Background: an optimization exercise with open tools, aiming at a short achievable clock period and few clock cycles. Do not read the settings as production practice.
Where RTL was checked, it was by simulation tests only, not by an equivalence proof against the original.
Power and IR drop assume default switching activity.

== rev 12 ==
## npc
module npc(
    input  wire        clk,
    input  wire        rst,
    output wire [31:0] pc,
    input  wire [31:0] instr,
    output wire [31:0] dmem_addr,
    input  wire [31:0] dmem_rdata,
    output wire        dmem_we,
    output wire [1:0]  dmem_size,
    output wire [31:0] dmem_wdata
);
export LEC_CHECK = 0
export ABC_CLOCK_PERIOD_IN_PS = 3000
export CAP_MARGIN = 20
export CORE_MARGIN = 2
export CORE_UTILIZATION = 40
export SLEW_MARGIN = 20
export SYNTH_HIERARCHICAL = 1
create_clock -name core_clock -period 11.0 [get_ports {clk}]
standard.sh (not shown) runs the stock make flow with config.mk's settings and CLKGATE_MAP_FILE= SYNTH_SCRIPT=/design/flow/synth_recipe.tcl, a recipe that flattens the netlist after the stock synthesis.
==> flow/flow/run.sh <==
#!/bin/bash
# Own layout flow: the standard synthesis unchanged, then the standard ORFS layout with
#  - a larger setup margin for repair_timing, so the resizer aims at a cycle much shorter than
#    the 11 ns clock of the (unchanged) SDC;
#  - port buffers of a stronger cell than the default choice (every port still gets one).
# Each tool's output goes to a log file here.
set -euo pipefail
MARGIN=$(cat flow/margin.txt)
bash standard.sh synth > synth.log 2>&1
bash standard.sh SETUP_SLACK_MARGIN=$MARGIN "BUFFER_PORTS_ARGS=-buffer_cell sky130_fd_sc_hd__buf_4" finish > layout.log 2>&1
==> flow/flow/margin.txt <==
7.4
### rev 12 -> rev 13
--- a/flow/design.v
+++ b/flow/design.v
@@ -42,18 +42,25 @@
              output wire ltu, output wire lts, output wire co);
     wire [31:0] p = a ^ ~b;
     wire [31:0] G;
     ks32 u(.g({a[31:1] & ~b[31:1], a[0] | ~b[0]}), .p(p), .G(G));
     assign d   = p ^ {G[30:0], 1'b1};
     assign ltu = ~G[31];
     assign lts = ~G[31] ^ a[31] ^ b[31];
     assign co  = G[31];
 endmodule
+module redir_unit(input wire v, input wire bq_eq, input wire bq_lt, input wire bq_lu, input wire bq_nv,
+                  input wire bk, input wire pred, input wire jalr, input wire eq, input wire co,
+                  input wire a31, input wire b31, output wire redir);
+    wire bmis = (bq_eq && (eq ^ bk)) || (bq_lt && (co ^ ~(a31 ^ b31 ^ bk))) ||
+                (bq_lu && (co ^ ~bk)) || (bq_nv && pred);
+    assign redir = v && (bmis || (jalr && !pred));
+endmodule
 module npc(
     input  wire        clk,
     input  wire        rst,
     output wire [31:0] pc,
     input  wire [31:0] instr,
     output wire [31:0] dmem_addr,
     input  wire [31:0] dmem_rdata,
     output wire        dmem_we,
     output wire [1:0]  dmem_size,
@@ -206,21 +213,25 @@
             3'b000: taken_x = eq;
             3'b001: taken_x = ~eq;
             3'b100: taken_x = lts;
             3'b101: taken_x = ~lts;
             3'b110: taken_x = ltu;
             3'b111: taken_x = ~ltu;
             default: taken_x = 1'b0;
         endcase
     end
-    wire bmis_x  = (bq_eq && (eq ^ bk_x)) || (bq_lt && (sub_co ^ ~(A[31] ^ B[31] ^ bk_x))) ||
-                   (bq_lu && (sub_co ^ ~bk_x)) || (bq_nv && pred_x);
-    wire redir_x = v_x && (bmis_x || (jalr_x && !pred_x));
+    wire redir_x, redir_o;
+    redir_unit u_redir(.v(v_x), .bq_eq(bq_eq), .bq_lt(bq_lt), .bq_lu(bq_lu), .bq_nv(bq_nv), .bk(bk_x),
+                       .pred(pred_x), .jalr(jalr_x), .eq(eq), .co(sub_co), .a31(A[31]), .b31(B[31]),
+                       .redir(redir_x));
+    redir_unit u_redir_o(.v(v_x), .bq_eq(bq_eq), .bq_lt(bq_lt), .bq_lu(bq_lu), .bq_nv(bq_nv), .bk(bk_x),
+                         .pred(pred_x), .jalr(jalr_x), .eq(eq), .co(sub_co), .a31(A[31]), .b31(B[31]),
+                         .redir(redir_o));
     wire [31:0] xtgt = jalr_x ? {sum[31:1], 1'b0} : alt_x;
     reg [31:0] ldv;
     always @(*) begin
         case (f3_m[1:0])
             2'b00:   ldv = {{24{~f3_m[2] & dmem_rdata[7]}},  dmem_rdata[7:0]};
             2'b01:   ldv = {{16{~f3_m[2] & dmem_rdata[15]}}, dmem_rdata[15:0]};
             default: ldv = dmem_rdata;
         endcase
     end
@@ -257,22 +268,23 @@
                 if (c_mcause)  mca_w <= 1'b1;
             end
         end
     end
     wire ecall_f = instr[6:0] == OP_SYS && instr[14:12] == 3'b000 && !instr[20] && !instr[21] &&
                    !instr[28] && !(is_sys && ins_d[31:20] == 12'h305);
     wire jal_f   = instr[6:0] == OP_JAL;
     wire bwd_f   = instr[6:0] == OP_BR && instr[31];
     wire pf_f    = ecall_f || jal_f || bwd_f || hit_f;
-    assign npc_f = redir_x ? xtgt : stall_d ? pc_f : redir_d ? dnext_d :
+    wire [31:0] npc_nx = stall_d ? pc_f : redir_d ? dnext_d :
                    ecall_f ? mtvec_fw : jal_f ? tgtj_f : bwd_f ? tgtb_f : hit_f ? bt_tgt[bi_f] : pc4_f;
+    assign npc_f = redir_x ? xtgt : npc_nx;
     always @(posedge clk) begin
-            pc_o <= rst ? 32'h80000000 : npc_f;
+            pc_o <= rst ? 32'h80000000 : redir_o ? xtgt : npc_nx;
             bw_v <= bt_wr;
             kill_x   <= redir_x;
             v_xr     <= go_d;
             wen_xr   <= go_d && wen_d;
             ld_xr    <= go_d && is_ld;
             st_xr    <= go_d && is_st;
             br_xr    <= go_d && is_br;
             jalr_xr  <= go_d && is_jalr;
             ecall_xr <= go_d && is_ecall;
--- outcome ---
- Changes observed in rev 13 relative to rev 12: utilization moved up, routed wire length moved down, area of the core moved down.
- On rev 13: worst stage delay on the critical path is 0.64 ns higher than what rev 12 gave.
- Run comparison: rev 13 start point of the critical path instr[23]; rev 12 start point of the critical path b_x[3]
- On highest clock frequency the design can meet, rev 12 loses to rev 13.
- Compared to rev 12, rev 13 has power density over the cells about 0.7% lower.
Testbench counts of rev 13, summed over its fixed seeds: cycles 610,580.
No functional check of the RTL was part of rev 12.

separate check: timing with driven ports:
In the flow no input, the clock included, has a driving cell. The finished layouts below were timed again as built, in two steps.
Step 1: set_driving_cell puts a clkbuf_16 on clk and a buf_2 on each other input, an assumption about the parent block.
Step 2, shift: input delay + t, output delay - t, t = (earliest + latest rising clock arrival at the registers) / 2. This alone moves slack from input paths to output paths.
Three values: ideal, step 1, step 2; two values: the first two.
run | shift t [ns] | setup WS [ns] | hold slack, ns | worst setup path at the end | worst register clock-pin slew, ns
rev 12 | 0.975 | 6.713 / 6.673 / 5.698 | 0.321 / 0.321 / 0.321 | input to register | 0.07 / 0.07
rev 13 | 0.990 | 6.834 / 6.660 / 5.671 | 0.277 / 0.277 / 0.277 | input to register | 0.07 / 0.07
After both steps setup and hold are still met in every run listed. For rev 13, which loses most, drivers alone change the setup slack by -0.174 ns; drivers and shift together by -1.163 ns.
